What follows belongs to an exercise in optimizing a design on an open flow for small area; a production flow would make more cautious choices. Only simulation tests tie the RTL to the original design; equivalence was not proved. Power figures rest on the tool's default switching activity, not on a simulated workload.

`config.mk`:
```
export PLATFORM = sky130hd
export DESIGN_NAME = set_time
export DESIGN_NICKNAME = set_time
export VERILOG_FILES = /design/flow/design.v
export SDC_FILE = /design/flow/constraint.sdc
export NUM_CORES = 4
export LEC_CHECK = 0
export CAP_MARGIN = 20
export CORE_MARGIN = 2
export CORE_UTILIZATION = 40
export PLACE_DENSITY = 0.6
export SLEW_MARGIN = 20
```
`constraint.sdc`:
```
create_clock -name core_clock -period 40.0 [get_ports {clk}]
set_input_delay 8.0000 -clock core_clock [delete_from_list [all_inputs] [get_ports {clk}]]
set_output_delay 8.0000 -clock core_clock [all_outputs]
set_load 0.01 [all_outputs]
```
`design.v`:
```
`timescale 1ns/1ps
module set_time (clk, rst, button_mid, button_r, button_l, button_up, button_down,  mode,
set_string, count, year_d, month_d, week, day_d, hour_d, min_d, sec_d);
input clk;
input rst;
input button_mid;
input button_l;
input button_r;
input button_down;
input button_up;
input [3:0]mode;
output [83:0] set_string;
output reg [4:0] count;
output [14:0] year_d;
output [3:0] month_d;
output reg [3:0] week;
output [4:0] day_d;
output [5:0] hour_d;
output [5:0] min_d;
output [5:0] sec_d;
localparam HOLD = 10;
reg [3:0] y3, y2, y1, y0;      
reg       mt;                  
reg [3:0] mu;
reg [1:0] dt;                  
reg [3:0] du;
reg [1:0] ht;                  
reg [3:0] hu;
reg [2:0] nt;                  
reg [3:0] nu;
reg [2:0] st;                  
reg [3:0] su;
reg [3:0] oy3, oy2, oy1, oy0;
reg       omt;
reg [3:0] omu;
reg [1:0] odt;
reg [3:0] odu;
reg [1:0] oht;
reg [3:0] ohu;
reg [2:0] ont;
reg [3:0] onu;
reg [2:0] ost;
reg [3:0] osu;
reg [2:0] gq;     
reg [2:0] kq;     
reg [5:0] kn;     
reg [3:0] timer;    
reg [3:0] timer2;   
assign set_string = {oy3, oy2, oy1, oy0, 4'hb, 3'b000, omt, omu, 4'hb, 2'b00, odt, odu, 4'hb,
                     week, 4'hb, 2'b00, oht, ohu, 4'hb, 1'b0, ont, onu, 4'hb, 1'b0, ost, osu};
wire [13:0] ybin = oy3 * 10'd1000 + oy2 * 7'd100 + oy1 * 4'd10 + oy0;
assign year_d  = {1'b0, ybin};
wire [4:0] mbin = omt * 4'd10 + omu;
assign month_d = mbin[3:0];
wire [5:0] dbin = odt * 4'd10 + odu;
assign day_d   = dbin[4:0];
assign hour_d  = oht * 4'd10 + ohu;
assign min_d   = ont * 4'd10 + onu;
assign sec_d   = ost * 4'd10 + osu;
wire [3:0] md = month_d;
wire [4:0] dd = day_d;
wire y_mod100 = (oy1 == 4'd0) && (oy0 == 4'd0);
wire y_mod4   = !oy0[0] && (oy0[1] == oy1[0]);
wire c_mod4   = !oy2[0] && (oy2[1] == oy3[0]);
wire leap     = (y_mod100 && c_mod4) || (y_mod4 && !y_mod100);
wire y_eq1582 = (oy3 == 4'd1) && (oy2 == 4'd5) && (oy1 == 4'd8) && (oy0 == 4'd2);
wire y_gt1582 = (oy3 > 4'd1) ||
                ((oy3 == 4'd1) && ((oy2 > 4'd5) ||
                 ((oy2 == 4'd5) && ((oy1 > 4'd8) || ((oy1 == 4'd8) && (oy0 > 4'd2))))));
wire m_feb = (md == 4'd2);
wire m_31  = (md == 4'd1) || (md == 4'd3) || (md == 4'd5) || (md == 4'd7) ||
             (md == 4'd8) || (md == 4'd10) || (md == 4'd12);
wire m_oct = (md == 4'd10);
wire d_gap = (dd > 5'd4) && (dd < 5'd15);
wire       jm = (md == 4'd1) || (md == 4'd2);
wire       fsp = jm && (oy3 == 4'd0) && (oy2 == 4'd0) && (oy1 == 4'd0) && (oy0 == 4'd0);
wire       c0 = (oy1 == 4'd0) && (oy0 == 4'd0);
wire       c4 = y_mod4;
reg [5:0] m2;
always @(*) begin
    case (md)
    4'd0: m2 = 6'd0;   4'd1: m2 = 6'd34;  4'd2: m2 = 6'd37;  4'd3: m2 = 6'd8;
    4'd4: m2 = 6'd11;  4'd5: m2 = 6'd13;  4'd6: m2 = 6'd16;  4'd7: m2 = 6'd18;
    4'd8: m2 = 6'd21;  4'd9: m2 = 6'd24;  4'd10: m2 = 6'd26; 4'd11: m2 = 6'd29;
    4'd12: m2 = 6'd31; 4'd13: m2 = 6'd34; 4'd14: m2 = 6'd37; default: m2 = 6'd39;
    endcase
end
function [2:0] mod7add;
    input [2:0] x, y;
    reg [3:0] s;
    begin
        s = x + y;
        mod7add = (s >= 4'd7) ? s - 4'd7 : s[2:0];
    end
endfunction
function [2:0] mod7;
    input [6:0] x;
    reg [3:0] s;
    begin
        s = x[6] + x[5:3] + x[2:0];
        case (s)
        4'd7, 4'd14: mod7 = 3'd0;
        4'd8, 4'd15: mod7 = 3'd1;
        4'd9:        mod7 = 3'd2;
        4'd10:       mod7 = 3'd3;
        4'd11:       mod7 = 3'd4;
        4'd12:       mod7 = 3'd5;
        4'd13:       mod7 = 3'd6;
        default:     mod7 = s[2:0];
        endcase
    end
endfunction
wire [4:0] qtu = ({oy1, 1'b0} + oy0);     
wire [4:0] qab = ({oy3, 1'b0} + oy2);     
wire [2:0] p_r  = mod7(oy1 * 7'd5 + oy0 + qtu[4:2]);
wire [2:0] m2_r = mod7({1'b0, m2});
wire [2:0] pm_r = mod7add(p_r, m2_r);
wire [2:0] g_r  = mod7(oy3 * 7'd3 + oy2 * 7'd5 + qab[4:2]);
wire [2:0] k_r  = mod7(oy3 * 7'd4 + oy2 * 7'd6);
wire [2:0] g_c = fsp ? 3'd1 : !jm ? 3'd1 : leap ? 3'd6 : 3'd0;
wire [2:0] k_c = fsp ? 3'd0 : !jm ? 3'd6 : c4 ? 3'd4 : 3'd5;
wire [2:0] gq_n = mod7add(mod7add(pm_r, g_r), g_c);
wire [2:0] kq_n = mod7add(mod7add(pm_r, k_r), k_c);
wire [6:0] cC = oy3 * 4'd10 + oy2;
wire [6:0] tT = oy1 * 4'd12 + oy0 + qtu[4:2];
wire [8:0] sS = cC + 1 + jm + (jm & c4) - tT - m2;
wire [5:0] kn_n = fsp ? 6'd32 : (jm && c0) ? 6'd0 : sS[8] ? 6'd0 : (sS[7:5] != 3'd0) ? 6'd32 : {1'b0, sS[4:0]};
wire [2:0] dd7 = mod7({2'b0, dd});
wire [2:0] greg = mod7add(dd7, gq);
wire [2:0] jr = mod7add(dd7, kq);
wire       jneg = dd < kn;
wire [2:0] jul = (jneg && jr != 3'd0) ? 3'd7 - jr : jr;
reg [3:0] wsel;
always @(*) begin
    if (y_gt1582)
        wsel = {1'b0, greg};
    else if (y_eq1582) begin
        if (md > 4'd10)
            wsel = {1'b0, greg};
        else if (m_oct) begin
            if (dd >= 5'd1 && dd <= 5'd4)
                wsel = {1'b0, jul};
            else if (d_gap)
                wsel = week;
            else
                wsel = {1'b0, greg};
        end
        else
            wsel = {1'b0, jul};
    end
    else
        wsel = {1'b0, jul};
end
wire start_set = (mode == 4'd0);
wire act_ud = (timer2 == HOLD);
wire act_lr = (timer == HOLD);
wire [3:0] timer2_inc = (timer2 == 4'd11) ? timer2 : timer2 + 4'd1;
wire [3:0] timer_inc  = (timer == 4'd11) ? timer : timer + 4'd1;
reg [3:0] sx, slo, shi;
always @(*) begin
    sx = 4'd0; slo = 4'd0; shi = 4'd9;
    case (count)
    5'd20: sx = y3;
    5'd19: sx = y2;
    5'd18: sx = y1;
    5'd17: begin sx = y0; slo = (y3 == 0 && y2 == 0 && y1 == 0) ? 4'd1 : 4'd0; end
    5'd15: begin sx = {3'd0, mt}; shi = 4'd1; end
    5'd14: begin sx = mu; slo = mt ? 4'd0 : 4'd1; shi = mt ? 4'd2 : 4'd9; end
    5'd12: begin sx = {2'd0, dt}; shi = m_feb ? 4'd2 : 4'd3; end
    5'd11: begin
        sx = du;
        slo = (dt == 2'd0) ? 4'd1 : 4'd0;
        shi = (dt == 2'd3) ? (m_feb ? 4'd9 : m_31 ? 4'd1 : 4'd0) :
              (dt == 2'd2 && m_feb) ? (leap ? 4'd9 : 4'd8) : 4'd9;
    end
    5'd7:  begin sx = {2'd0, ht}; shi = 4'd2; end
    5'd6:  begin sx = hu; shi = (ht == 2'd2) ? 4'd3 : 4'd9; end
    5'd4:  begin sx = {1'b0, nt}; shi = 4'd5; end
    5'd3:  sx = nu;
    5'd1:  begin sx = {1'b0, st}; shi = 4'd5; end
    5'd0:  sx = su;
    default: ;
    endcase
end
wire [3:0] nx = button_up ? ((sx >= shi) ? slo : sx + 4'd1)
                          : ((sx <= slo) ? shi : sx - 4'd1);
reg [3:0] n_y3, n_y2, n_y1, n_y0, n_mu, n_du, n_hu, n_nu, n_su;
reg       n_mt;
reg [1:0] n_dt, n_ht;
reg [2:0] n_nt, n_st;
always @(*) begin
    n_y3 = y3; n_y2 = y2; n_y1 = y1; n_y0 = y0;
    n_mt = mt; n_mu = mu; n_dt = dt; n_du = du;
    n_ht = ht; n_hu = hu; n_nt = nt; n_nu = nu; n_st = st; n_su = su;
    if (act_ud && (button_up || button_down)) begin
        case (count)
        5'd20: n_y3 = nx;
        5'd19: n_y2 = nx;
        5'd18: n_y1 = nx;
        5'd17: n_y0 = nx;
        5'd15: n_mt = nx[0];
        5'd14: n_mu = nx;
        5'd12: n_dt = nx[1:0];
        5'd11: n_du = nx;
        5'd7:  n_ht = nx[1:0];
        5'd6:  n_hu = nx;
        5'd4:  n_nt = nx[2:0];
        5'd3:  n_nu = nx;
        5'd1:  n_st = nx[2:0];
        5'd0:  n_su = nx;
        default: ;
        endcase
    end
    if (mt && mu > 2) begin
        n_mt = 1'b1; n_mu = 4'd2;
    end
    if (!mt && mu == 0) begin
        n_mt = 1'b0; n_mu = 4'd1;
    end
    if (m_feb) begin
        if (leap) begin
            if (dt == 3) begin
                n_dt = 2'd2; n_du = 4'd9;
            end
        end
        else begin
            if ((dt == 2 && du > 8) || dt == 3) begin
                n_dt = 2'd2; n_du = 4'd8;
            end
        end
    end
    else if (m_31) begin
        if (dt == 3 && du > 1) begin
            n_dt = 2'd3; n_du = 4'd1;
        end
    end
    else begin
        if (dt == 3 && du > 0) begin
            n_dt = 2'd3; n_du = 4'd0;
        end
    end
    if (dt == 0 && du == 0) begin
        n_dt = 2'd0; n_du = 4'd1;
    end
    if (ht == 2 && hu > 3) begin
        n_ht = 2'd2; n_hu = 4'd3;
    end
    if (y3 == 0 && y2 == 0 && y1 == 0 && y0 == 0)
        n_y0 = 4'd1;
    if (y_eq1582 && m_oct && d_gap) begin
        n_dt = 2'd1; n_du = 4'd5;
    end
end
reg [4:0] n_count;
always @(*) begin
    n_count = count;
    if (button_l) begin
        if (count >= 20)      n_count = 5'd0;
        else if (count == 1)  n_count = 5'd3;
        else if (count == 4)  n_count = 5'd6;
        else if (count == 7)  n_count = 5'd9;
        else if (count == 9)  n_count = 5'd11;
        else if (count == 12) n_count = 5'd14;
        else if (count == 15) n_count = 5'd17;
        else                  n_count = count + 5'd1;
    end
    else if (button_r) begin
        if (count == 0)       n_count = 5'd20;
        else if (count == 3)  n_count = 5'd1;
        else if (count == 6)  n_count = 5'd4;
        else if (count == 9)  n_count = 5'd7;
        else if (count == 11) n_count = 5'd9;
        else if (count == 14) n_count = 5'd12;
        else if (count == 17) n_count = 5'd15;
        else                  n_count = count - 5'd1;
    end
end
always @(posedge clk) begin
    if (rst) begin
        y3 <= 4'd2; y2 <= 4'd0; y1 <= 4'd2; y0 <= 4'd3;
        mt <= 1'b0; mu <= 4'd1; dt <= 2'd0; du <= 4'd1;
        ht <= 2'd0; hu <= 4'd0; nt <= 3'd0; nu <= 4'd0; st <= 3'd0; su <= 4'd0;
        oy3 <= 4'd2; oy2 <= 4'd0; oy1 <= 4'd2; oy0 <= 4'd3;
        omt <= 1'b0; omu <= 4'd1; odt <= 2'd0; odu <= 4'd1;
        oht <= 2'd0; ohu <= 4'd0; ont <= 3'd0; onu <= 4'd0; ost <= 3'd0; osu <= 4'd0;
        gq <= 3'd6; kq <= 3'd5; kn <= 6'd0;
        week <= 4'd0;
        timer2 <= 4'd0;
    end
    else begin
        y3 <= n_y3; y2 <= n_y2; y1 <= n_y1; y0 <= n_y0;
        mt <= n_mt; mu <= n_mu; dt <= n_dt; du <= n_du;
        ht <= n_ht; hu <= n_hu; nt <= n_nt; nu <= n_nu; st <= n_st; su <= n_su;
        oy3 <= y3; oy2 <= y2; oy1 <= y1; oy0 <= y0;
        omt <= mt; omu <= mu; odt <= dt; odu <= du;
        oht <= ht; ohu <= hu; ont <= nt; onu <= nu; ost <= st; osu <= su;
        gq <= gq_n; kq <= kq_n; kn <= kn_n;
        week <= (wsel == 4'd0) ? 4'd7 : wsel;
        timer2 <= (start_set && (button_up || button_down)) ? timer2_inc : 4'd0;
    end
end
always @(posedge clk) begin
    if (rst) begin
        timer <= 4'd0;
        count <= 5'd20;
    end
    else if (start_set) begin
        timer <= (button_l || button_r) ? timer_inc : 4'd0;
        if (act_lr)
            count <= n_count;
    end
end
endmodule
```
`run.sh`:
```
#!/bin/bash
# synth_recipe.tcl (not shown) runs the flow's synth.tcl, then flattens the netlist and writes it again
# the make line also repeats each setting of config.mk as NAME=value (left out here)
make -C /OpenROAD-flow-scripts/flow DESIGN_CONFIG=/design/flow/config.mk WORK_HOME=/design/flow/orfs CLKGATE_MAP_FILE= SYNTH_SCRIPT=/design/flow/synth_recipe.tcl finish
```
==> run notes <==
==> cell type report <==
class / count / area, um2
Fill cell: 3150 / 17300
Multi-Input combinational cell: 1167 / 9540
Sequential cell: 123 / 2460
Timing Repair Buffer: 118 / 1160
Inverter: 177 / 664
Tap cell: 442 / 553
Clock buffer: 20 / 457
Clock inverter: 12 / 188
==> synthesized netlist by cell type (19+ instances only) <==
library cell and number:
nor2b_1 60, nand3_1 26, xnor2_1 56, nor3_1 23
xor2_1 35, a21oi_1 82, o21ai_0 55, fa_1 62
nor2_1 118, inv_1 174, ha_1 206, buf_4 50
clkbuf_1 19, dfxtp_1 123, a21o_1 40, nand2_1 80
==> routing by layer <==
metal  vias to the layer above  track usage  part of all wire
met5                         -            0                 0
met4                         0       0.0597             0.026
met3                        50       0.0287             0.038
met2                       241        0.321              0.48
met1                      5112        0.242              0.46
li1                       5338            -                 -
==> final timing paths <==
| path | from | to | slack [ns] | depth (start not counted) |
|---|---|---|---|---|
| hold reg to reg | su[2] | osu[2] | 0.49 | 1 |
| hold / removal | su[2] | osu[2] | 0.49 | 1 |
| setup reg to reg | oy1[1] | gq[1] | 30.67 | 35 |
| setup / recovery | oy3[2] | year_d[13] | 26.53 | 17 |
==> cell families after synthesis <==
| family | count (synthesis) | synth area share |
|---|---|---|
| and+or+nand+nor | 421 | 0.170 |
| AOI/OAI and AO/OA | 324 | 0.172 |
| adders and majority gates | 272 | 0.294 |
| buffers and inverters | 261 | 0.0931 |
| DFF | 123 | 0.188 |
| xor gates and xnor gates | 92 | 0.0625 |
| muxes | 24 | 0.0195 |
| other | 2 | 0.000573 |
==> power by group through the flow <==
stage | Combinational (mW) | Sequential (mW) | Clock (mW)
2_1_floorplan | 0.00743 | 0.126 | 0
3_3_place_gp | 0.00762 | 0.126 | 0
5_1_grt | 0.00855 | 0.123 | 0.174
6_report | 0.00768 | 0.123 | 0.167
3_5_place_dp | 0.00764 | 0.126 | 0
4_1_cts | 0.00767 | 0.123 | 0.169
==> through the flow <==
stage | worst slack, ns | util | hold slack, ns | power (mW)
6_report | 26.53 | 0.464 | 0.485 | 0.297
5_1_grt | 26.19 | 0.464 | 0.506 | 0.306
4_1_cts | 26.45 | 0.464 | 0.488 | 0.300
3_5_place_dp | 26.93 | 0.444 | 0.477 | 0.133
3_3_place_gp | 26.96 | 0.444 | 0.477 | 0.133
2_1_floorplan | 27.83 | - | 0.453 | 0.133
==> flow_metrics.env <==
export IMPL_initial_utilization=0.405
export IMPL_switching_power_mw=0.0639
export IMPL_place_inst=2027
export IMPL_arrival_ns=5.47
export IMPL_cts_hold_buffers=0
export IMPL_post_route_drc_count=0
export IMPL_vias=10700
export IMPL_min_period_ns=13.47
export IMPL_gp_congestion=0.913
export IMPL_grt_max_degree=59
export IMPL_layout_commonest_cell="ha_1"
export IMPL_num_nets_final=1883
export IMPL_peakVddDrop_v=0.0000199
export IMPL_io_buffers=110
export IMPL_setup_viol=0
export IMPL_cts_root_buf="clkbuf_16"
export IMPL_yosys_area_top_type="ha_1"
export IMPL_clk_path_buf_depth=2
export IMPL_synth_edf_count=0
export IMPL_rsz0062_at_grt="no"
export IMPL_die_area_mm2=0.0342
export IMPL_placementRows=66
export IMPL_htreeDepth=4
export IMPL_largest_register="kn"
export IMPL_antennaDiodeCount=0
export IMPL_clock_sinks=123
export IMPL_syn_area_mm2=0.0131
export IMPL_swShare=0.215
export IMPL_worstHoldPathType="reg2reg"
export IMPL_synth_distinct_cells=101
export IMPL_cp_end_kind="output port"
export IMPL_synthCells=1519
export IMPL_grt_pass1_vias=10500
export IMPL_cts_tree="done"
export IMPL_path_clk_slew_ns=0.06
export IMPL_path_max_fanout=11
export IMPL_p_clk_frac=0.560
export IMPL_grt_overflow=0
export IMPL_synth_seq_cells=123
export IMPL_critPathKind="reg2out"
export IMPL_vias_per_cell=5.22
export IMPL_leakagePower_nw=6.92
export IMPL_cp_top_family="adder cells"
export IMPL_largest_register_ffs=6
export IMPL_reg_top3="kn: 6 flops, count: 5 flops"
export IMPL_drt_iter0_markers=591
export IMPL_clk_insertion_delay_late_ns=0.42
export IMPL_crit_top_cell="ha_1"
export IMPL_antenna_found_initial=0
export IMPL_dr_pass1_iters=6
export IMPL_drv_cap=0
export IMPL_cts_resized_gates=0
export IMPL_yosysWarnings=1
export IMPL_stdcell_count=2059
export IMPL_final_cell_area_mm2=0.0150
export IMPL_worst_pin_slew_ns=1.02
export IMPL_wirelength_um=31000
export IMPL_cp_slowest_stage_delay_ns=0.77
export IMPL_die_h_um=185
export IMPL_drive_gt1_frac=0.0612
export IMPL_finalHoldViolations=0
export IMPL_timing_slew_headroom=0.319
export IMPL_wl_per_cell_um=15.1
export IMPL_worst_path_buf_inv=3
export IMPL_globalRouteTotalUtil=0.187
export IMPL_fmax_mhz=74.3
export IMPL_synth_top_area_frac=0.197
export IMPL_core_area_mm2=0.0324
export IMPL_cts_setup_buffers=0
export IMPL_required_ns=32.00
export IMPL_postSynthAreaPerCell_um2=8.63
export IMPL_io_pins=146
export IMPL_placed_area_mm2=0.0144
export IMPL_synthArstFlopShare=0
export IMPL_dp_hpwl_um=24800
export IMPL_drv_slew=0
export IMPL_skew_ns=0.0160
export IMPL_pwr_share_seq=0.414
export IMPL_p_comb_frac=0.026
export IMPL_p_per_area_mw_per_mm2=19.8
export IMPL_tns_ns=0
export IMPL_final_cell_mix="ha_1, inv_1, dfxtp_1"
export IMPL_ant_nets=0
export IMPL_outcome="finished clean"
export IMPL_p_int_mw=0.233
export IMPL_synth_main_ff_cell="dfxtp_1"
export IMPL_numCtsBuffers=17
export IMPL_grt_pass1_wl_um=51800
export IMPL_post_route_period_util=0.337
export IMPL_cp_slowest_cell="dfxtp_1"
export IMPL_die_x_um=185
export IMPL_startpoint_type="flop"
export IMPL_area_growth_pct=14.7
export IMPL_ys_seq_area_frac=0.188
export IMPL_synth_area_top_cells="ha_1, dfxtp_1, fa_1"
export IMPL_crit_chain="fa_1 > inv_1 > fa_1 > inv_1 > ha_1 > nor2b_1 > o21ai_0 > and3_1 > nor2_1 > ha_1 > ha_1 > ha_1 > a21o_1 > a31oi_1 > o21ai_0 > xnor2_1 > clkdlybuf4s50_1"

## afterwards: timing with drivers on the ports
The results above use ideal ports. As a check the final layout listed here was re-extracted and re-timed, cells and wires unchanged.
Step 1 assumes that a clkbuf_16 drives the clock port and a buf_2 every other input.
Step 2 times the ports against the registers' clock, not the clock port: input delays grow and output delays shrink by t, the midpoint of the rising clock arrivals with the driver on.
a / b / c = no drivers / after step 1 / after step 2; a / b = the first two.
t (ns): 0.462
setup WS [ns]: 26.532 / 26.487 / 26.949
worst hold slack (ns): 0.485 / 0.485 / 0.485
After both steps setup and hold are still met in this run. For this run, drivers alone change the setup slack by -0.045 ns; drivers and shift together by +0.417 ns.
